This is an optimization exercise on Yosys and OpenROAD, whose aim is small area, not a production implementation. Function was checked by simulation only, so behaviour that the tests miss may differ from the original. Power and IR drop assume default switching activity.

## build 18
==> flow/design.v <==
module Neuron(
	input CLOCK_50,
	input [1:0] KEY,
	input [3:0] SW,
	input [3:0] GPIO_0,
	output [7:0] LED,
	output [3:0] GPIO_1,
	output [17:0] V_OUT,
	output [17:0] W_OUT,
	output [17:0] SPIKE_COUNT
);
	reg [17:0] v, w;
	reg [17:0] spike_counter;
	reg [5:0] count;
	reg [3:0] led_sw;
	reg [1:0] led_lo;
	reg gpio1_r;
	reg [17:0] acc;      
	reg [17:0] qr;       
	reg wrap;            
	assign V_OUT = v;
	assign W_OUT = w;
	assign SPIKE_COUNT = spike_counter;
	assign LED = {1'b0, led_sw, 1'b0, led_lo};
	assign GPIO_1 = {3'b000, gpio1_r};
	wire rst = ~KEY[0];
	wire upd = (count == 6'd63);
	wire g = GPIO_0[0];
	wire [17:0] h = {v[17], v[17:1]};           
	wire [17:0] I = (led_sw[0] ? 18'h00400 : 18'h0) - (led_sw[1] ? 18'h00400 : 18'h0)
	              + (led_sw[2] ? 18'h00800 : 18'h0) + (led_sw[3] ? 18'h00800 : 18'h0);
	wire q15 = qr[17];
	wire b1 = (count == 6'd18) ? qr[17] : qr[0];    
	reg [1:0] bsel;    
	reg m;             
	reg m0mask;        
	reg inv, cin, shift;
	always @* begin
		bsel = 2'd0; m = 1'b0; m0mask = 1'b0; inv = 1'b0; cin = 1'b0; shift = 1'b0;
		case (count)
			6'd0, 6'd1, 6'd2, 6'd3, 6'd4, 6'd5, 6'd6, 6'd7,
			6'd8, 6'd9, 6'd10, 6'd11, 6'd12, 6'd13, 6'd14, 6'd15: begin
				m = b1; shift = 1'b1;
			end
			6'd16: m = b1;
			6'd17, 6'd18: begin m = b1; inv = 1'b1; cin = 1'b1; end
			6'd19, 6'd20, 6'd21, 6'd22, 6'd23, 6'd24, 6'd25,
			6'd26, 6'd27, 6'd28, 6'd29, 6'd30, 6'd31, 6'd32: begin
				m = qr[0]; inv = 1'b1; cin = 1'b1; shift = 1'b1;
			end
			6'd33: begin m = qr[0]; inv = 1'b1; cin = 1'b1; end
			6'd34: begin bsel = 2'd1; m0mask = 1'b1; inv = 1'b1; cin = 1'b1; shift = 1'b1; end
			6'd35: begin
				m = ~q15; m0mask = 1'b1; inv = q15 & v[1] & ~w[1];
				cin = w[1] & ~(q15 & v[1]); shift = 1'b1;
			end
			6'd36: begin m = q15; inv = 1'b1; cin = 1'b1; end
			6'd37: bsel = 2'd2;
			6'd38, 6'd39, 6'd40, 6'd41: shift = 1'b1;
			6'd42: begin m = 1'b1; cin = v[0]; end
			6'd43: m = 1'b1;
			6'd44, 6'd45: m = 1'b1;
			6'd46: begin bsel = 2'd1; m0mask = 1'b1; inv = 1'b1; cin = 1'b1; shift = 1'b1; end
			6'd47, 6'd48, 6'd49, 6'd50, 6'd51, 6'd52, 6'd53, 6'd54, 6'd55: shift = 1'b1;
			6'd56: bsel = 2'd1;
			6'd63: bsel = 2'd3;
			default: ;
		endcase
	end
	reg [17:0] bsrc;
	always @* begin
		case (bsel)
			2'd0: bsrc = {h[17:1] & {17{m}}, h[0] & m & ~m0mask};
			2'd1: bsrc = {w[17:1], w[0] & ~m0mask};
			2'd2: bsrc = I;
			default: bsrc = {{4{g & ~wrap}}, {8{g}}, 6'd0};
		endcase
	end
	wire [17:0] bx = bsrc ^ {18{inv}};
	wire [18:0] S;
	wire [18:0] cy;
	genvar gi;
	generate for (gi = 0; gi < 18; gi = gi + 1) begin : add
		wire ci = (gi == 0) ? cin : cy[gi-1];
		assign S[gi] = acc[gi] ^ bx[gi] ^ ci;
		assign cy[gi] = (acc[gi] & bx[gi]) | (ci & (acc[gi] ^ bx[gi]));
	end endgenerate
	assign S[18] = acc[17] ^ bx[17] ^ cy[17];
	function [17:0] inc18(input [17:0] a, input c);
		integer i;
		reg cc;
		begin
			cc = c;
			for (i = 0; i < 18; i = i + 1) begin
				inc18[i] = a[i] ^ cc;
				cc = a[i] & cc;
			end
		end
	endfunction
	wire [17:0] vnew = S[17:0];
	wire spk = (vnew[17:15] == 3'b001);
	wire [17:0] count_inc = inc18({12'd0, count}, 1'b1);
	always @(posedge CLOCK_50) begin
		count <= count_inc[5:0];
		spike_counter <= inc18(spike_counter, upd & spk) & {18{~rst}};
		if (rst) begin
			count <= 6'd0;
			led_sw <= SW;
			v <= 18'h32148;
			w <= 18'h3C9BB;
		end else if (upd) begin
			v <= vnew;
			w <= qr;
			led_lo[1] <= g;
			led_lo[0] <= spike_counter[17];
			gpio1_r <= spk;
		end
	end
	always @(posedge CLOCK_50) begin
		if (rst || upd || count == 6'd43)
			acc <= 18'd0;
		else if (count == 6'd62)
			acc <= qr;
		else if (count == 6'd18)
			acc <= 18'h0FFFF;
		else if (shift)
			acc <= S[18:1];
		else
			acc <= S[17:0];
		if (rst)
			qr <= 18'h32148;
		else if (upd || count == 6'd18 || count == 6'd43 || count == 6'd62)
			qr <= S[17:0];
		else
			qr <= {qr[0], qr[17:1]};
		if (count == 6'd42)
			wrap <= (acc[13:6] == 8'h80);
	end
endmodule
clock: 22.0 ns
lec_check: 0
cap_margin: 20
core_margin: 2
core_utilization: 40
slew_margin: 20
standard.sh (not shown) runs the stock make flow with config.mk's settings and CLKGATE_MAP_FILE= SYNTH_SCRIPT=/design/flow/synth_recipe.tcl, a recipe that flattens the netlist after the stock synthesis.
==> flow/flow/run.sh <==
#!/bin/bash
# Standard ORFS layout (the standard.sh, standard synthesis unchanged), with
# two placement/CTS options changed:
#  - port buffers use sky130_fd_sc_hd__buf_1 instead of the resizer's default pick
#    (every input and output port still gets its own buffer);
#  - clock tree built from clkbuf_8 cells, without dummy loads.
set -euo pipefail
export BUFFER_PORTS_ARGS="-buffer_cell sky130_fd_sc_hd__buf_1"
export CTS_ARGS="-sink_clustering_enable -sink_clustering_size 30 -sink_clustering_max_diameter 500 -repair_clock_nets -dont_use_dummy_load -buf_list sky130_fd_sc_hd__clkbuf_16"
bash standard.sh finish > flow_make.log 2>&1
Input-level comparison between build 6 and build 18:
- CORE_UTILIZATION now 65, was 40
- PLACE_DENSITY now 0.75, previously not set
diff --git a/flow/flow/run.sh b/flow/flow/run.sh
--- a/flow/flow/run.sh
+++ b/flow/flow/run.sh
@@ -7,4 +7,4 @@
 set -euo pipefail
 export BUFFER_PORTS_ARGS="-buffer_cell sky130_fd_sc_hd__buf_1"
-export CTS_ARGS="-sink_clustering_enable -sink_clustering_size 30 -sink_clustering_max_diameter 500 -repair_clock_nets -dont_use_dummy_load -buf_list sky130_fd_sc_hd__clkbuf_16"
+export CTS_ARGS="-sink_clustering_enable -repair_clock_nets -dont_use_dummy_load -buf_list sky130_fd_sc_hd__clkbuf_8"
 bash standard.sh finish > flow_make.log 2>&1
[summary]
- Looking at share of the cycle needed by the critical path after routing, build 6 sits below build 18.
- On count of final max-slew check failures, build 6 and build 18 are basically level.
- Compared with build 18, the detailed router inserted more vias in build 6.
- Compared with build 18, build 6 improves clock network power consumption.
- Build 6 packs its core more tightly than build 18.
- Est. power | build 6 vs build 18 | build 6 lower
- Build 6 vs build 18 — share of cell area taken by multi-input logic gates rose 1.5 points.
- Proportion of total power due to net switching up 1.4 points in build 6 wrt build 18
Inputs modified between build 6 and build 84:
- PLACE_DENSITY removed (was 0.75)
- CORE_UTILIZATION changed from 65 to 40
==> flow/flow/run.sh <==
#!/bin/bash
# Standard ORFS layout (the standard.sh) with three changes in how the
# layout is made:
#  - ABC maps the logic with an area-oriented script (abc_area.script
#    beside this file) instead of ORFS's delay-oriented one; the rest of the
#    standard synthesis (synth_recipe.tcl, registers, flattening) is unchanged;
#  - port buffers use sky130_fd_sc_hd__buf_1 (every port still gets one);
#  - the clock tree is built from clkbuf_8 cells without dummy loads.
set -euo pipefail
here=$(cd "$(dirname "$0")" && pwd)
rm -rf scripts_area
cp -r "$FLOW_HOME/scripts" scripts_area
cp "$here/abc_area.script" scripts_area/abc_speed.script
export BUFFER_PORTS_ARGS="-buffer_cell sky130_fd_sc_hd__buf_1"
export CTS_ARGS="-sink_clustering_enable -repair_clock_nets -dont_use_dummy_load -buf_list sky130_fd_sc_hd__clkbuf_8"
bash standard.sh "SCRIPTS_DIR=$PWD/scripts_area" finish > flow_make.log 2>&1
==> flow/flow/abc_area.script (new file) <==
strash
dch -f
amap
strash
dch -f
amap
topo
[summary]
- When build 84 is measured against build 6, its final critical-path required period turns out 0.63 ns higher.
- In build 84 relative to build 6, number of vias per cell after detailed routing had gone down by a little under 10%.
- In the tables for build 6 and build 84, post-route non-filler standard cell count reads higher with build 84.
- Going from build 6 to build 84, the global-route met3 utilization was found to have gone down by 2.2 points.
- The higher met2 capacity usage during global routing of build 6 and build 84 is in build 6.
- Compared with build 6, in build 84 setup slack decreased 0.63 ns; wire length increased 3.9%; multi-input combinational cell area decreased about 13%.
Setup changes, build 84 to build 36
==> flow/flow/abc_area.script <==
strash
&get -n
&deepsyn -T 60
&put
dch -f
amap -m -F 2
strash
dch -f
amap -m -F 2
strash
dch -f
amap -m -F 2
topo
- Worst setup margin delta for build 36 relative to build 84: 0.34 ns higher
- Build 36 does better than build 84 on first-pass GRT wire length.
- Cmp build 84 and build 36 / cell area / lower: build 36
- The clock-cell share of area on build 36 is in line with that on build 84.
The inputs of build 25 differ from those of build 36 as listed below.
==> flow/flow/run.sh <==
#!/bin/bash
# Standard ORFS layout (the standard.sh, standard synthesis unchanged), with
# two placement/CTS options changed:
#  - port buffers use sky130_fd_sc_hd__buf_1 instead of the resizer's default pick
#    (every input and output port still gets its own buffer);
#  - clock tree built from clkbuf_8 cells, without dummy loads.
set -euo pipefail
export BUFFER_PORTS_ARGS="-buffer_cell sky130_fd_sc_hd__buf_1"
export CTS_ARGS="-sink_clustering_enable -repair_clock_nets -dont_use_dummy_load -buf_list sky130_fd_sc_hd__clkbuf_8"
bash standard.sh finish > flow_make.log 2>&1
removed: flow/flow/abc_area.script
## What came out
Build 25 vs build 36 — first-pass GRT wire length climbed by a little under 10%
Taking build 25 as 1.0, build 36 lands at 0.813 on tap cell instance count.
Estimated wirelength of the detail-placed design came out higher on build 25 than on build 36.
The critical-path maximum fanout in build 25 sits 6 above the value recorded for build 36.
Overall power consumption: build 25 vs build 36 down about 3%
Lower global-route usage was reported by build 25, not build 36.
Looking at final worst setup slack, build 25 sits 0.18 ns above build 36.
Gate count after technology mapping for build 25 is higher than for build 36.
[build 25] relative area of non-clock buffer cells in the final design fell 0.51 points relative to build 36
The inputs of build 24 differ from those of build 25 as listed below.
==> flow/flow/run.sh <==
#!/bin/bash
set -euo pipefail
here=$(cd "$(dirname "$0")" && pwd)
rm -rf scripts_area
cp -r "$FLOW_HOME/scripts" scripts_area
cp "$here/abc_area.script" scripts_area/abc_speed.script
export BUFFER_PORTS_ARGS="-buffer_cell sky130_fd_sc_hd__buf_1"
export CTS_ARGS="-sink_clustering_enable -repair_clock_nets -dont_use_dummy_load -buf_list sky130_fd_sc_hd__clkbuf_8"
bash standard.sh "SCRIPTS_DIR=$PWD/scripts_area" "ADDER_MAP_FILE=" finish > flow_make.log 2>&1
==> flow/flow/abc_area.script (new file) <==
strash
&get -n
&deepsyn -T 60
&put
dch -f
amap -m -F 2
strash
dch -f
amap -m -F 2
strash
dch -f
amap -m -F 2
topo
Between build 25 and build 24, the number of nets with antenna violations after routing does not differ in any meaningful way. | die area | build 24 vs build 25 | 0.0021 sq mm lower |. Against build 25 as the reference, build 24 delivers a lower global-route wire length before repair.

---

Setup of run A:
// Neuron: RTL as listed in full above, without the edits since
clock: 22.0 ns
lec_check: 0
cap_margin: 20
core_margin: 2
core_utilization: 65
place_density: 0.75
slew_margin: 20
==> flow/flow/run.sh <==
#!/bin/bash
# Standard ORFS layout (the standard.sh, standard synthesis unchanged), with
# two placement/CTS options changed:
#  - port buffers use sky130_fd_sc_hd__buf_1 instead of the resizer's default pick
#    (every input and output port still gets its own buffer);
#  - clock tree built from clkbuf_8 cells, without dummy loads.
set -euo pipefail
export BUFFER_PORTS_ARGS="-buffer_cell sky130_fd_sc_hd__buf_1"
export CTS_ARGS="-sink_clustering_enable -repair_clock_nets -dont_use_dummy_load -root_buf sky130_fd_sc_hd__clkbuf_8 -buf_list sky130_fd_sc_hd__clkbuf_4"
bash standard.sh finish > flow_make.log 2>&1
Run A: full flow OK, the timing, design-rule and antenna checks passed
What run B does differently from run A at the input level:
- PLACE_DENSITY removed (was 0.75)
- CORE_UTILIZATION changed from 65 to 40
==> flow/flow/run.sh <==
#!/bin/bash
# Standard ORFS layout (the standard.sh) with these changes in how the
# layout is made:
#  - no ADDER_MAP_FILE, so full/half adders are not pre-mapped to fa/ha
#    cells and ABC maps that logic together with the rest;
#  - port buffers use sky130_fd_sc_hd__buf_1 (every port still gets one);
#  - the clock tree is built from clkbuf_8 cells without dummy loads.
set -euo pipefail
here=$(cd "$(dirname "$0")" && pwd)
rm -rf scripts_area
cp -r "$FLOW_HOME/scripts" scripts_area
cp "$here/abc_area.script" scripts_area/abc_speed.script
export BUFFER_PORTS_ARGS="-buffer_cell sky130_fd_sc_hd__buf_1"
export CTS_ARGS="-sink_clustering_enable -repair_clock_nets -dont_use_dummy_load -buf_list sky130_fd_sc_hd__clkbuf_8"
bash standard.sh "SCRIPTS_DIR=$PWD/scripts_area" "ADDER_MAP_FILE=" finish > flow_make.log 2>&1
==> flow/flow/abc_area.script (new file) <==
strash
&get -n
&deepsyn -T 60
&put
dch -f
amap -m -F 2
strash
dch -f
amap -m -F 2
strash
dch -f
amap -m -F 2
topo
## What came out
Run A → run B: worst hold slack flat; slew of the pin with the lowest slew margin up 46 ps.
Of the two values seen for cell type taking the most area, multi-input combinational cells was produced by run A and flip-flops and latches by run B.
Summary — total design power, run B relative to run A: higher, by 33%.
Delta (run B minus run A): post-synthesis instance area shrank by 810 µm², wire length reported by the detailed router went down about 0.7%.
> inputs changed (run B -> run C)
--- a/flow/flow/run.sh
+++ b/flow/flow/run.sh
@@ -2 +2 @@
-# Standard ORFS layout (the standard.sh) with these changes in how the
+# Standard ORFS layout (the standard.sh) with three changes in how the
@@ -4,2 +4,3 @@
-#  - no ADDER_MAP_FILE, so full/half adders are not pre-mapped to fa/ha
-#    cells and ABC maps that logic together with the rest;
+#  - ABC maps the logic with an area-oriented script (abc_area.script
+#    beside this file) instead of ORFS's delay-oriented one; the rest of the
+#    standard synthesis (synth_recipe.tcl, registers, flattening) is unchanged;
@@ -15 +16 @@
-bash standard.sh "SCRIPTS_DIR=$PWD/scripts_area" "ADDER_MAP_FILE=" finish > flow_make.log 2>&1
+bash standard.sh "SCRIPTS_DIR=$PWD/scripts_area" finish > flow_make.log 2>&1
--- a/flow/flow/abc_area.script
+++ b/flow/flow/abc_area.script
@@ -3 +3 @@
-&deepsyn -T 60
+&dch -f
@@ -5 +4,0 @@
-dch -f
[summary]
The run showing the smaller hold slack is run B.
The power share of the combinational group in run C sits 21 points below the value recorded for run B.
Run B → run C: number of cells in the finished layout apart from fillers has decreased, maximum frequency from static timing analysis down about 19%, length of routed met3 wiring rose 130 µm, inverter count now larger.
Placed wire-length estimate grows by a few percent when moving from run B to run C.
Compared with run B, run C shows multi-input gate count lower by 52.
## Diff of input files: run D against run C
==> flow/flow/run.sh <==
#!/bin/bash
# Standard ORFS layout (the standard.sh, standard synthesis unchanged), with
# two placement/CTS options changed:
#  - port buffers use sky130_fd_sc_hd__buf_1 instead of the resizer's default pick
#    (every input and output port still gets its own buffer);
#  - clock tree built from clkbuf_8 cells, without dummy loads.
set -euo pipefail
export BUFFER_PORTS_ARGS="-buffer_cell sky130_fd_sc_hd__buf_1"
export CTS_ARGS="-repair_clock_nets -dont_use_dummy_load -buf_list sky130_fd_sc_hd__clkbuf_8"
bash standard.sh finish > flow_make.log 2>&1
removed: flow/flow/abc_area.script
[summary]
Placed wire-length estimate after detailed placement delta for run D relative to run C: about 7% lower
Against run C as the reference, run D delivers a lower portion of total power attributed to the clock network.
Looking at layout filler cell count, run D sits above run C.
Delta (run D minus run C): count of standard-cell rows went up 2, combinational cell fraction of total power +6.1 points.
Minimum clock period after layout ended up 710 ps lower on run D than on run C.
Run D: share of total power in sequential cells 3.7 points below run C
Net count reported at finish shrinks slightly when moving from run C to run D.
Between run D and run C, it is run D whose power is higher, by about 9%.
Run D ends up with a area of the mapped netlist that is 10% higher than in run C.
> inputs changed (run D -> run E)
==> flow/flow/run.sh <==
#!/bin/bash
set -euo pipefail
here=$(cd "$(dirname "$0")" && pwd)
rm -rf scripts_area
cp -r "$FLOW_HOME/scripts" scripts_area
cp "$here/abc_area.script" scripts_area/abc_speed.script
export BUFFER_PORTS_ARGS="-buffer_cell sky130_fd_sc_hd__buf_1"
export CTS_ARGS="-sink_clustering_enable -repair_clock_nets -dont_use_dummy_load -buf_list sky130_fd_sc_hd__clkbuf_8"
bash standard.sh "SCRIPTS_DIR=$PWD/scripts_area" finish > flow_make.log 2>&1
==> flow/flow/abc_area.script (new file) <==
strash
&get -n
&deepsyn -T 60
&put
dch -f
amap -m -F 2
strash
dch -f
amap -m -F 2
strash
dch -f
amap -m -F 2
topo
### Flow results
- From run D to run E, final number of hold-violating endpoints did not move at all.
- In run E, die height is lower than in run D.
- Compared with run D, run E shows combinational power share higher by 0.9 points.
- Measured against each other, run D and run E differ in post-route worst hold slack, the higher figure coming from run E.
- Run E vs. run D: sequential share of layout area went up by 3.9 points.

afterwards: timing with drivers on the ports:
The results above use ideal ports. As a check the final layouts listed here were re-extracted and re-timed, cells and wires unchanged.
Step 1 (the two cells are an assumption about what drives the block):
set clk [get_ports {CLOCK_50}]
set_driving_cell -lib_cell sky130_fd_sc_hd__clkbuf_16 $clk
set_driving_cell -lib_cell sky130_fd_sc_hd__buf_2 [delete_from_list [all_inputs] $clk]
Step 2, shift: input delay + t, output delay - t, t = (earliest + latest rising clock arrival at the registers) / 2. This alone moves slack from input paths to output paths.
Three values: ideal ports, drivers, drivers and shift; two values: the first two.
run | shift t [ns] | setup slack, ns | worst setup path at the end
build 18 | 0.379 | 8.205 / 8.205 / 8.070 | input to register
build 6 | 0.390 | 8.314 / 8.314 / 8.110 | input to register
build 84 | 0.392 | 7.689 / 7.689 / 7.689 | register to register
build 36 | 0.399 | 8.030 / 8.030 / 8.030 | register to register
build 25 | 0.400 | 8.208 / 8.208 / 8.098 | input to register
build 24 | 0.406 | 10.201 / 10.201 / 10.201 | register to register
run A | 0.390 | 8.314 / 8.314 / 8.110 | input to register
run B | 0.406 | 10.201 / 10.201 / 10.201 | register to register
run C | 0.392 | 7.499 / 7.499 / 7.499 | register to register
run D | 0.400 | 8.208 / 8.208 / 8.098 | input to register
run E | 0.399 | 8.030 / 8.030 / 8.030 | register to register
After both steps setup and hold are still met in every run listed.
